What follows belongs to an exercise in optimizing a design on an open flow for small area, a short achievable clock period and few clock cycles per item; a production flow would make more cautious choices.
No functional check of the RTL was part of any run shown here.
Power and IR drop assume default switching activity.

### flow/run.sh
#!/bin/bash
# synth_recipe.tcl (not shown) runs the flow's synth.tcl, then flattens the netlist and writes it again
# the make line also repeats each setting of config.mk as NAME=value (left out here)
make -C /OpenROAD-flow-scripts/flow DESIGN_CONFIG=/design/flow/config.mk WORK_HOME=/design/flow/orfs CLKGATE_MAP_FILE= SYNTH_SCRIPT=/design/flow/synth_recipe.tcl finish
### flow/config.mk
export PLATFORM = sky130hd
export DESIGN_NAME = huffman
export DESIGN_NICKNAME = huffman
export VERILOG_FILES = /design/flow/design.v
export SDC_FILE = /design/flow/constraint.sdc
export NUM_CORES = 4
export LEC_CHECK = 0
export CAP_MARGIN = 20
export CORE_MARGIN = 2
export CORE_UTILIZATION = 40
export SETUP_SLACK_MARGIN = 1.4
export SLEW_MARGIN = 20
### flow/constraint.sdc
create_clock -name core_clock -period 4.0 [get_ports {clk}]
set_input_delay 0.8000 -clock core_clock [delete_from_list [all_inputs] [get_ports {clk}]]
set_output_delay 0.8000 -clock core_clock [all_outputs]
set_load 0.01 [all_outputs]
### flow/design.v
module huffman(clk, reset, gray_valid, gray_data, CNT_valid, CNT1, CNT2, CNT3, CNT4, CNT5, CNT6,
               code_valid, HC1, HC2, HC3, HC4, HC5, HC6, M1, M2, M3, M4, M5, M6);
input clk;
input reset;
input gray_valid;
input [7:0] gray_data;
output reg CNT_valid;
output [7:0] CNT1, CNT2, CNT3, CNT4, CNT5, CNT6;
output reg code_valid;
output [7:0] HC1, HC2, HC3, HC4, HC5, HC6;
output [7:0] M1, M2, M3, M4, M5, M6;
reg        gv1;          
reg        run;          
reg  [3:0] tc;           
reg  [7:0] w [0:5];      
reg  [5:0] m [0:5];      
reg  [3:0] t [1:6];      
reg  [3:0] h [1:6];      
assign CNT1 = w[5]; assign CNT2 = w[0]; assign CNT3 = w[1];
assign CNT4 = w[2]; assign CNT5 = w[3]; assign CNT6 = w[4];
reg        ins;          
reg        cmb;          
reg  [3:0] uns;          
wire       step = ins | cmb;
function lt8(input [7:0] a, input [7:0] b);
  lt8 = (a[7:4] < b[7:4]) | ((a[7:4] == b[7:4]) & (a[3:0] < b[3:0]));
endfunction
wire [5:1] lt;
genvar gi;
generate for (gi = 1; gi < 6; gi = gi + 1) begin : g_lt
  assign lt[gi] = lt8(w[gi], w[0]);
end endgenerate
wire cntg = gray_valid & ~run;       
wire [4:0] c = {5{ins}} & ({1'b0, uns} | lt);
wire [7:0] sum = w[0] + w[1];
wire [7:0] mo [1:6];
wire [7:0] ho [1:6];
always @(posedge clk or posedge reset) begin
  if (reset) begin
    gv1 <= 1'b0; CNT_valid <= 1'b0; code_valid <= 1'b0;
    run <= 1'b0; tc <= 4'd0; ins <= 1'b0; cmb <= 1'b0; uns <= 4'b1111;
  end else begin
    gv1 <= gray_valid;
    CNT_valid <= gv1 & ~gray_valid;
    if (gv1 & ~gray_valid) run <= 1'b1;
    if (step) tc <= tc + 4'd1;
    if (step) uns <= {1'b0, uns[3:1]};
    ins <= (gv1 & ~gray_valid) | step & (tc < 4'd4 | (tc[0] & tc < 4'd12));
    cmb <= step & ~tc[0] & (tc > 4'd3) & (tc < 4'd11);
    code_valid <= step & (tc == 4'd12);
  end
end
function [7:0] inc8(input [7:0] v);   
  integer j;
  reg cy;
  begin
    cy = 1'b1;
    for (j = 0; j < 8; j = j + 1) begin
      inc8[j] = v[j] ^ cy;
      cy = cy & v[j];
    end
  end
endfunction
integer i;
reg [7:0] wa [0:5];
reg [5:0] ma [0:4];
always @* begin
  for (i = 0; i < 6; i = i + 1) wa[i] = w[i];
  for (i = 0; i < 5; i = i + 1) ma[i] = m[i];
  if (cmb) begin
    wa[0] = sum;
    ma[0] = m[0] | m[1];
    for (i = 1; i < 5; i = i + 1) begin wa[i] = w[i+1]; ma[i] = m[i+1]; end
    wa[5] = 8'hff;
  end else if (cntg) begin
    for (i = 0; i < 5; i = i + 1)
      if (gray_data[2:0] == i + 2) wa[i] = inc8(w[i]);
    if (gray_data[2:0] == 3'd1) wa[5] = inc8(w[5]);
  end
end
always @(posedge clk or posedge reset) begin
  if (reset) begin
    for (i = 0; i < 6; i = i + 1) w[i] <= 8'd0;
  end else begin
    w[0] <= c[0] ? w[1] : wa[0];
    for (i = 1; i < 5; i = i + 1)
      w[i] <= c[i] ? w[i+1] : c[i-1] ? w[0] : wa[i];
    w[5] <= c[4] ? w[0] : wa[5];
  end
end
always @* m[5] = ~(m[0] | m[1] | m[2] | m[3] | m[4]);
always @(posedge clk or posedge reset) begin
  if (reset) begin
    m[0] <= 6'b000010; m[1] <= 6'b000100; m[2] <= 6'b001000;
    m[3] <= 6'b010000; m[4] <= 6'b100000;
  end else begin
    m[0] <= c[0] ? m[1] : ma[0];
    for (i = 1; i < 5; i = i + 1)
      m[i] <= c[i] ? m[i+1] : c[i-1] ? m[0] : ma[i];
  end
end
genvar k;
generate for (k = 1; k <= 6; k = k + 1) begin : g_lvl
  wire a = m[0][k-1];
  wire b = m[1][k-1];
  wire [3:0] nxt = {t[k][2:0], 1'b1} & ~t[k];    
  always @(posedge clk or posedge reset) begin
    if (reset) begin
      t[k] <= 4'd0;
      h[k] <= 4'd0;
    end else if (cmb & (a | b)) begin
      t[k] <= {t[k][2:0], 1'b1};
      if (a) h[k] <= h[k] | nxt;
    end
  end
  wire [4:0] nx5 = {t[k], 1'b1} & ~{1'b0, t[k]};
  assign mo[k] = {3'b000, t[k], 1'b1};
  assign ho[k] = {3'b000, {1'b0, h[k]} | (nx5 & {5{a}})};
end endgenerate
assign M1 = mo[1]; assign HC1 = ho[1];
assign M2 = mo[2]; assign HC2 = ho[2];
assign M3 = mo[3]; assign HC3 = ho[3];
assign M4 = mo[4]; assign HC4 = ho[4];
assign M5 = mo[5]; assign HC5 = ho[5];
assign M6 = mo[6]; assign HC6 = ho[6];
endmodule
==> impl_metrics.tcl, run 1 <==
set metrics [dict create \
    fmax_mhz 369 \
    fillers 2037 \
    crit_fanout 8 \
    synth-adder-area-share_pct 11.4 \
    tightest_slew_ns 0.729 \
    synth_top_family_by_area "compound AO/OA/AOI/OAI gates" \
    ys.flop_type "dfrtp_1" \
    rsz0062_at_grt "yes" \
    slew_headroom_pct 51.4 \
    clockBufferDepth 2 \
    num_io_pins 157 \
    dp.cells 1343 \
    hp-class "register to register" \
    synthMuxAreaShare_pct 5.70 \
    vias_per_cell 5.61 \
    drv_slew 0 \
    gr-usage-all-layers_pct 21.7 \
    antenna_found_initial 0 \
    p_per_area_mw_per_mm2 1090 \
    crit_buf_inv 5 \
    end_kind "register" \
    avgSynthCellArea_um2 9.41 \
    yosysWarningCount 8 \
    drive_above_1_share_pct 19.6 \
    crit_path_start_kind "register" \
    drtAntennaViolNets 0 \
    status "complete, no violations" \
    register_area_mm2 0.00353 \
    htree_levels 4 \
    seq_power_share_pct 23.1 \
    synth-xor-area-share_pct 1.44 \
    grt_pass1_vias 7593 \
    synth-async-reset-ratio_pct 100 \
    yosys.area_share.simple_pct 13.3 \
    synth-edff-count 0 \
    p_int_mw 7.14 \
    syn_inst 971 \
    post-route-min-period_ns 2.71 \
    finalSetupViolations 0 \
    row_count 55 \
    finalInstanceArea_mm2 0.0119 \
    swShare_pct 44.7 \
    clkSinkCount 140 \
    cpMostUsedCell "buf_4" \
    tns_ns 0 \
    routed_wl_mm 26.4 \
    synth.yosys.seq_area_share_pct 38.5 \
    core-area_mm2 0.0225 \
    max_stage_delay_ns 0.39 \
    firstDrtPassIters 6 \
    cts_inserted_buffers 17 \
    port_buffers 109 \
    place_congestion 0.858 \
    clock_latency_ns 0.43 \
    via_count 8000 \
    cp.arrival_ns 3.02 \
    combPwrFrac_pct 64.0 \
    crit_type "register to register" \
    grt_pass1_wl_mm 41.2 \
    skew_ns 0.0103 \
    die_w_um 155 \
    antenna_cells 0 \
    crit_family "buffers and inverters" \
    wl_per_cell_um 18.5 \
    drc 0 \
    hold-worst-slack_ns 0.470 \
    synth_area_mm2 0.00913 \
    ys_ff_latch 140 \
    synth_compound_area_share_pct 21.4 \
    total_power_mw 12.9 \
    die_h_um 155 \
    vdd_drop_max_mv 0.424 \
    cap_violations 0 \
    cts_hold_buf 0 \
    p_leak_nw 5.54 \
    area_growth_pct 30.0 \
    place_area_mm2 0.0104 \
    period_share_pct 67.7 \
    final_hold_viol_count 0 \
    dpl_worst_slack_ns 0.957 \
    crit_slowest_cell "dfrtp_1" \
    fin_util_pct 52.8 \
    path_cells "clkinvlp_4, buf_12, ha_4, nor2b_4, o211ai_1, buf_4, a21o_1, buf_6, o41ai_4, buf_4, nand3_4, mux2_4" \
    fp.dieArea_mm2 0.0241 \
    start_util_pct 40.6 \
    hpwlAfterDp_mm 17.6 \
    worst_slack_ns 1.29 \
    critPathRequiredTime_ns 4.31 \
    grt_max_degree 53 \
    root_buffer "clkbuf_16" \
    num-nets-final 1221 \
    cts_tree "built" \
    multiInputGateArea_mm2 0.00537 \
    rrSetupSlack_ns 1.29 \
    ys_types 70 \
    fin_cells 1425 \
    clkTransAtPathRegs_ns 0.06 \
    p_sw_mw 5.76 \
    pwr-share-clk_pct 12.9 \
    overflow 0 \
    drt_iter0_markers 610 \
]
-- per-layer routing --
layer | up-vias | wire, um | part of all wire (%) | GRT usage [%]
met3 | 44 | 1340 | 5.1 | 3.76
met4 | 0 | 658 | 2.5 | 8.42
li1 | 3760 | - | - | -
met5 | - | 0 | 0 | 0
met1 | 3940 | 11800 | 45 | 28.9
met2 | 256 | 12500 | 48 | 35.4
-- worst paths after layout --
path	startpoint	end	cells past startpoint
setup / recovery	w[0][5]	w[3][2]	12
hold / removal	h[4][1]	h[4][1]	1
setup reg to reg	w[0][5]	w[3][2]	12
hold reg to reg	h[4][1]	h[4][1]	1
max in group asynchronous	reset	uns[0]	3
min in group asynchronous	reset	h[5][3]	2
-- flip-flops by register name, indices dropped and copies added (netlist names), 4 cells and up --
register	count
w	48
m	30
h	24
t	24
tc	4
uns	4
-- cells by family after synthesis --
kind of cell,count (synthesis)
AOI/OAI and AO/OA,279
and+or+nand+nor,258
buffers and inverters,144
DFF,140
adders and majority gates,83
muxes,50
xor gates and xnor gates,15
other,2
-- what timing repair did --
item	CTS	global route
gates cloned	0	4
pin swaps	7	36
gates resized for setup	30	81
setup endpoints to repair	93	67
buffers inserted	15	32
endpoints found under the hold margin	0	0
-- Yosys cell counts, types with 19 or more instances --
cell	number	share of area, %
a31oi_1	27	1.8
mux2i_1	37	4.1
a21oi_1	20	1.1
ha_1	81	11
o21ai_0	74	4.1
nand2_1	98	4.0
a41o_1	19	2.1
dfrtp_1	131	36
a31o_2	24	2.3
and2_1	19	1.3
nor2_1	57	2.3
inv_1	53	2.2
clkbuf_1	26	1.1
buf_4	47	3.9
-- placed cells by master, fill, tap and decap left out, types with 18 or more instances in the layout --
master           count
a21oi_1             18
a31o_2              24
a31oi_1             26
a41o_1              19
and2_1              18
buf_4               55
clkdlybuf4s50_1    109
conb_1              42
dfrtp_1            120
ha_1                77
inv_1               48
mux2i_1             37
nand2_1             94
nor2_1              54
o21ai_0             57
o21ai_1             29
-- layout make-up --
type,count,area share (%)
Inverter,53,1.83
Tap cell,285,3.00
Timing Repair Buffer,186,15.1
Clock inverter,10,1.17
Clock buffer,21,3.96
Sequential cell,140,29.7
Multi-Input combinational cell,730,45.2
-- worst register-to-register path: stages (launching register included) --
cell	delay (ns)
dfrtp_1	0.39
clkinvlp_4	0.13
buf_12	0.15
ha_4	0.26
nor2b_4	0.13
o211ai_1	0.08
buf_4	0.16
a21o_1	0.20
buf_6	0.12
o41ai_4	0.24
buf_4	0.20
nand3_4	0.15
mux2_4	0.37
-- power by group through the flow --
| stage | logic (mW) | clock network [mW] | registers (mW) |
|---|---|---|---|
| detailed placement | 6.74 | 0 | 2.99 |
| global placement | 6.64 | 0 | 2.98 |
| CTS | 7.09 | 1.69 | 2.97 |
| global route | 9.03 | 1.77 | 3.09 |
| floorplan | 4.47 | 0 | 2.82 |
| finish | 8.26 | 1.66 | 2.98 |
==> run 2: changes to the inputs <==
--- a/flow/config.mk
+++ b/flow/config.mk
@@ -10,3 +10,3 @@
 export CORE_UTILIZATION = 40
-export SETUP_SLACK_MARGIN = 1.4
+export SETUP_SLACK_MARGIN = 1.6
 export SLEW_MARGIN = 20
==> run 2 against run 1 <==
Final cell count is 6.0% higher. Worst setup slack improved by 0.063 ns. Synthesized area unchanged. Clock skew is essentially flat. Largest power group unchanged.
==> impl_metrics.tcl, run 2 <==
set metrics [dict create \
    status "complete, no violations" \
    drc 0 \
    cp.arrival_ns 2.97 \
    drtAntennaViolNets 0 \
    finalSetupViolations 0 \
    via_count 8523 \
    ys.flop_type "dfrtp_1" \
    num-nets-final 1305 \
    clock_latency_ns 0.44 \
    yosysMostFrequentCell "dfrtp_1" \
    row_count 55 \
    yosysTopAreaCell "dfrtp_1" \
    largestRegisters "w: 48 flops, m: 30 flops" \
    synth_area_mm2 0.00913 \
    synth_common_cells "131 x dfrtp_1, 98 x nand2_1, 81 x ha_1, 74 x o21ai_0, 57 x nor2_1" \
    grt_max_degree 73 \
    synth.yosys.seq_area_share_pct 38.5 \
    clkTransAtPathRegs_ns 0.07 \
    gr-usage-all-layers_pct 23.4 \
    finalInstanceArea_mm2 0.0130 \
    crit_path_start_kind "register" \
    rrSetupSlack_ns 1.36 \
    fin_cells 1510 \
    fmax_mhz 378 \
    largest-register "w" \
    crit_fanout 6 \
    antenna_cells 0 \
    drv_slew 0 \
    yosys.area_share.simple_pct 13.3 \
    cts_inserted_buffers 17 \
    firstDrtPassIters 5 \
    post-route-min-period_ns 2.64 \
    num_io_pins 157 \
    end_kind "register" \
    drt_iter0_markers 491 \
    fp.dieArea_mm2 0.0241 \
    crit_slowest_cell "or3_4" \
    final_hold_viol_count 0 \
    cts_hold_buf 0 \
    synth_area_leaders "dfrtp_1 36%, ha_1 11%, mux2i_1 4.1%" \
    ys_types 70 \
    hp-class "register to register" \
    drive_above_1_share_pct 30.6 \
    tightest_slew_ns 0.861 \
    synth-xor-area-share_pct 1.44 \
    die_w_um 155 \
    vias_per_cell 5.64 \
    overflow 0 \
    mostFrequentLayoutCells "113 x dfrtp_1, 100 x buf_4, 87 x nand2_1" \
    crit_type "register to register" \
    hpwlAfterDp_mm 17.2 \
    synth_compound_area_share_pct 21.4 \
    register_area_mm2 0.00354 \
    synthMuxAreaShare_pct 5.70 \
    critPathRequiredTime_ns 4.32 \
    port_buffers 109 \
    largest_reg_flops 48 \
    place_area_mm2 0.0104 \
    yosysWarningCount 8 \
    clkSinkCount 140 \
    area_growth_pct 42.3 \
    skew_ns 0.0104 \
    tns_ns 0 \
    synth-edff-count 0 \
    cap_violations 0 \
    wl_per_cell_um 19.4 \
    clockBufferDepth 2 \
    core-area_mm2 0.0225 \
    avgSynthCellArea_um2 9.41 \
    place_congestion 0.814 \
    synth.top_cell.area_share_pct 35.9 \
    htree_levels 4 \
    vdd_drop_max_mv 0.460 \
    start_util_pct 40.6 \
    period_share_pct 66.1 \
    dp.cells 1336 \
    rsz0062_at_grt "yes" \
    synth-async-reset-ratio_pct 100 \
    cts_tree "built" \
    ys_ff_latch 140 \
    fillers 1895 \
    antenna_found_initial 0 \
    p_leak_nw 6.11 \
    final_common_cell "dfrtp_1" \
    synth_top_family_by_area "compound AO/OA/AOI/OAI gates" \
    p_per_area_mw_per_mm2 1110 \
    root_buffer "clkbuf_16" \
    path_cells "clkinvlp_4, buf_4, ha_4, nand2_1, o21a_1, o31a_1, or3_4, mux2_4" \
    die_h_um 155 \
    syn_inst 971 \
    routed_wl_mm 29.3 \
    total_power_mw 14.5 \
    grt_pass1_vias 8126 \
    slew_headroom_pct 42.5 \
    synth-adder-area-share_pct 11.4 \
    multiInputGateArea_mm2 0.00575 \
    max_stage_delay_ns 0.46 \
    grt_pass1_wl_mm 44.1 \
]
-- run 2: changes by cell type in the layout (fill, tap and decap cells not counted), sizes merged --
cell / before / now
dlygate4sd2: 0 / 26
and2: 19 / 20
clkinv: 4 / 5
buf: 77 / 153
clkbuf: 21 / 20
dlymetal6s2s: 0 / 4
bufinv: 3 / 0
inv: 50 / 55
clkinvlp: 6 / 8
clkdlybuf4s18: 0 / 3
clkdlybuf4s50: 109 / 78
or3: 9 / 10
and3: 13 / 14
-- run 2: stage by stage --
stage          setup slack, ns  hold WS [ns]  util, %
4_1_cts                   1.44         0.471     54.7
6_report                  1.36         0.468     57.7
3_5_place_dp             0.948         0.456     46.2
3_3_place_gp             0.993         0.448     46.2
2_1_floorplan             1.46         0.438        -
5_1_grt                   1.28         0.484     57.7
-- run 2: worst max-delay path: cells and delay by family, from the launching register on --
kind | cells | cell delay, ns
and+or+nand+nor | 2 | 0.56
AOI/OAI and AO/OA | 2 | 0.64
DFF | 1 | 0.40
muxes | 1 | 0.31
buffers and inverters | 2 | 0.36
adders and majority gates | 1 | 0.27
-- run 2: final timing paths --
check	to	cells past startpoint	from
worst max-delay path	w[0][1]	8	w[0][7]
worst min-delay path	h[5][0]	1	h[5][0]
worst max register to register	w[0][1]	8	w[0][7]
worst min register to register	h[5][0]	1	h[5][0]
max in group asynchronous	w[0][0]	3	reset
min in group asynchronous	h[5][2]	2	reset
-- run 2: what timing repair did --
action | 4_1_cts | 5_1_grt
cloned | 5 | 3
endpoints found under the setup margin | 107 | 82
pin swaps | 41 | 43
setup buffers | 102 | 32
gates resized for setup | 154 | 112
-- run 2: layout make-up --
class                   instances  area share [%]
multi-input cells             733            44.2
flip-flops and latches        140            27.3
repair buffers                267            19.6
clock buffers                  17            3.27
well taps                     285            2.74
inverters                      53            1.70
clock inverters                15            1.16
-- run 2: power breakdown --
part | switching [mW] | internal [mW]
registers | 0.830 | 2.11
clock network | 0.729 | 0.827
logic | 4.98 | 4.98
-- run 2: logic make-up (layout without fill, tap and decap cells) --
group | count (synthesis) | after routing
mux | 50 | 50
flops | 140 | 140
other cells | 2 | 42
compound gates | 279 | 280
fa+ha+maj | 83 | 83
xor+xnor | 15 | 15
buf+inv | 144 | 352
simple gates | 258 | 263
-- run 2: routing by layer --
layer  vias up  wire length [um]  GRT usage, %
met4         0              1290          10.4
met3        79              1740          4.51
met1      4154             12700          30.7
met5         -                 0             0
met2       348             13500          37.8
li1       3942                 -             -
==> run 3: changes to the inputs <==
--- a/flow/config.mk
+++ b/flow/config.mk
@@ -7,2 +7,3 @@
 export LEC_CHECK = 0
+export ABC_AREA = 1
 export CAP_MARGIN = 20
@@ -10,3 +11,3 @@
 export CORE_UTILIZATION = 40
-export SETUP_SLACK_MARGIN = 1.6
+export SETUP_SLACK_MARGIN = 1.5
 export SLEW_MARGIN = 20
==> run 3 against run 2 <==
Power fell by 15%. Non-clock buffer count fell by 91. Synthesized cell count rose by 36%. Combinational power fell by 21%. First-iteration DRC count rose by 70%. Design area fell by 5.7%. Highest routed layer unchanged. Global-route usage fell by 0.76 points. Final cell count rose by 20%. Count of clock-buffer cells in the layout did not move.
==> impl_metrics.tcl, run 3 <==
set metrics [dict create \
    final_common_cell "nand2_1" \
    drive_above_1_share_pct 12.6 \
    synth-async-reset-ratio_pct 100 \
    yosysMostFrequentCell "nand2_1" \
    hpwlAfterDp_mm 20.1 \
    crit_type "register to output port" \
    num_io_pins 157 \
    place_area_mm2 0.0110 \
    synth_common_cells "435 x nand2_1, 141 x inv_1, 131 x dfrtp_1, 127 x nand3_1, 116 x o21ai_0" \
    skew_ns 0.00894 \
    slew_headroom_pct 51.1 \
    die_w_um 160 \
    final_hold_viol_count 0 \
    start_util_pct 41.0 \
    largestRegisters "w: 48 flops, m: 30 flops" \
    routed_wl_mm 28.6 \
    drtAntennaViolNets 0 \
    cts_inserted_buffers 17 \
    fin_cells 1807 \
    finalInstanceArea_mm2 0.0123 \
    critPathRequiredTime_ns 3.20 \
    via_count 9187 \
    vdd_drop_max_mv 0.480 \
    fin_util_pct 51.9 \
    overflow 0 \
    dp.cells 1726 \
    rsz0062_at_grt "yes" \
    p_leak_nw 6.37 \
    synth_area_mm2 0.00968 \
    core-area_mm2 0.0236 \
    clkTransAtPathRegs_ns 0.06 \
    hp-class "register to register" \
    port_buffers 109 \
    ys_ff_latch 140 \
    row_count 56 \
    clkSinkCount 140 \
    antenna_cells 0 \
    root_buffer "clkbuf_16" \
    htree_levels 4 \
    antenna_found_initial 0 \
    synth.yosys.seq_area_share_pct 36.3 \
    area_growth_pct 26.6 \
    place_congestion 0.871 \
    ys.flop_type "dfrtp_1" \
    period_share_pct 63.0 \
    synth_area_leaders "dfrtp_1 34%, nand2_1 17%, ha_1 10%" \
    wl_per_cell_um 15.8 \
    drc 0 \
    mostFrequentLayoutCells "427 x nand2_1, 129 x inv_1, 124 x nand3_1" \
    ys_types 42 \
    crit_path_start_kind "register" \
    finalSetupViolations 0 \
    drt_iter0_markers 836 \
    vias_per_cell 5.08 \
    tns_ns 0 \
    synth-edff-count 0 \
    largest-register "w" \
    yosysTopAreaCell "dfrtp_1" \
    syn_inst 1318 \
    avgSynthCellArea_um2 7.34 \
    cts_hold_buf 0 \
    grt_pass1_vias 8589 \
    clock_latency_ns 0.43 \
    drv_slew 0 \
    crit_fanout 8 \
    clockBufferDepth 2 \
    cp.arrival_ns 1.72 \
    grt_pass1_wl_mm 46.6 \
    fmax_mhz 397 \
    firstDrtPassIters 5 \
    p_per_area_mw_per_mm2 1000 \
    yosysWarningCount 8 \
    largest_reg_flops 48 \
    cts_tree "built" \
    die_h_um 160 \
    grt_max_degree 47 \
    fp.dieArea_mm2 0.0255 \
    cap_violations 0 \
    gr-usage-all-layers_pct 22.7 \
    tightest_slew_ns 0.733 \
    num-nets-final 1569 \
    end_kind "output port" \
    post-route-min-period_ns 2.52 \
    status "complete, no violations" \
    synth.top_cell.area_share_pct 33.9 \
]
==> run 3: cell count changes after synthesis, sizes merged, moves of 14 or more <==
cell,change
a211oi,-14
o21ai,+47
a41o,-19
a31oi,-27
nand4,+24
inv,+95
nand2,+347
nand3,+111
and2,-19
a31o,-24
mux2i,-37
==> run 3: path summary, 6_finish.rpt <==
kind                          from       to  slack (ns)  depth (start not counted)
hold reg to reg            h[2][0]  h[2][0]        0.45                          2
max in group asynchronous    reset    tc[0]        2.33                          3
setup reg to reg           w[0][5]  w[0][4]        1.54                         14
min in group asynchronous    reset  t[1][0]        0.84                          2
setup / recovery           w[0][3]  CNT2[3]        1.48                          3
hold / removal             h[2][0]  h[2][0]        0.45                          2
==> run 3: layout make-up <==
cell class	count	area, um2
Fill cell	2276	11400
Multi-Input combinational cell	988	5390
Sequential cell	140	3530
Timing Repair Buffer	176	1670
Inverter	152	623
Clock buffer	17	425
Tap cell	319	399
Clock inverter	14	209
Timing Repair inverter	1	7.51
==> run 3: what timing repair did <==
item | 4_1_cts | 5_1_grt
gates cloned | 2 | 0
gates resized for setup | 62 | 28
pin swaps | 3 | 9
setup endpoints to repair | 98 | 72
setup buffers | 25 | 23
hold endpoints to repair | 0 | 0
==> run 3: cell families (layout without fill, tap and decap cells) <==
group / after synthesis / in the layout / share of synthesized area (%)
flops: 140 / 140 / 36.3
simple gates: 664 / 665 / 29.9
xor+xnor: 7 / 7 / 0.633
buf+inv: 231 / 360 / 11.3
compound gates: 192 / 192 / 11.1
fa+ha+maj: 82 / 82 / 10.7
other cells: 2 / 42 / 0.0776
==> run 3: worst max-delay path, stage by stage (launching register included) <==
cell	delay, ns
dfrtp_1	0.39
buf_4	0.12
buf_4	0.21
clkdlybuf4s50_1	0.57
==> run 3: through the flow <==
| stage | total power, mW | worst slack (ns) | hold WS (ns) |
|---|---|---|---|
| final | 12.3 | 1.48 | 0.454 |
| after global routing | 13.4 | 1.44 | 0.487 |
| after CTS | 11.8 | 1.44 | 0.460 |
| after detailed placement | 9.54 | 1.11 | 0.444 |
| after global placement | 9.43 | 1.15 | 0.436 |
| after floorplan | 7.18 | 1.46 | 0.424 |
==> run 3: routing by layer <==
layer  wire length (um)  share of wire, %  GRT usage, %  vias up
li1                   -                 -             -     4553
met1              13300                47          32.0     4315
met2              12900                45          35.5      277
met3               1830               6.4          3.96       42
met4                560               2.0          6.69        0
met5                  0                 0             0        -
==> run 3: where the power goes <==
| group | internal, mW | switching [mW] | leakage, nW |
|---|---|---|---|
| combinational | 3.05 | 4.78 | 4.33 |
| sequential | 2.03 | 0.697 | 1.73 |
| clock | 1.06 | 0.688 | 0.313 |
| total | 6.14 | 6.17 | 6.37 |

re-timing with driven ports:
Ports are ideal in the flow. The routed layouts listed here were re-timed in OpenROAD. Step 1: set_driving_cell puts a clkbuf_16 on clk and a buf_2 on each other input, an assumption about the parent block. Step 2 adds t to the input delays and takes it off the output delays; t is the mean of the earliest and latest rising clock arrival at the registers after step 1. Input paths then give back, and output paths get back, about the clock's delay inside the block. a / b / c = ideal ports / drivers / drivers and shift; a / b = the first two.
| run | t, ns | setup WS [ns] | worst hold slack (ns) | slew at the worst register clock pin (ns) |
|---|---|---|---|---|
| run 1 | 0.474 | 1.293 / 1.293 / 1.117 | 0.470 / 0.470 / 0.470 | 0.06 / 0.06 |
| run 2 | 0.476 | 1.356 / 1.356 / 1.090 | 0.468 / 0.468 / 0.468 | 0.07 / 0.07 |
| run 3 | 0.470 | 1.480 / 1.433 / 1.329 | 0.454 / 0.454 / 0.454 | 0.07 / 0.07 |
After both steps setup and hold are still met in every run listed. For run 2, which loses most, drivers alone change the setup slack by 0.000 ns; drivers and shift together by -0.266 ns.
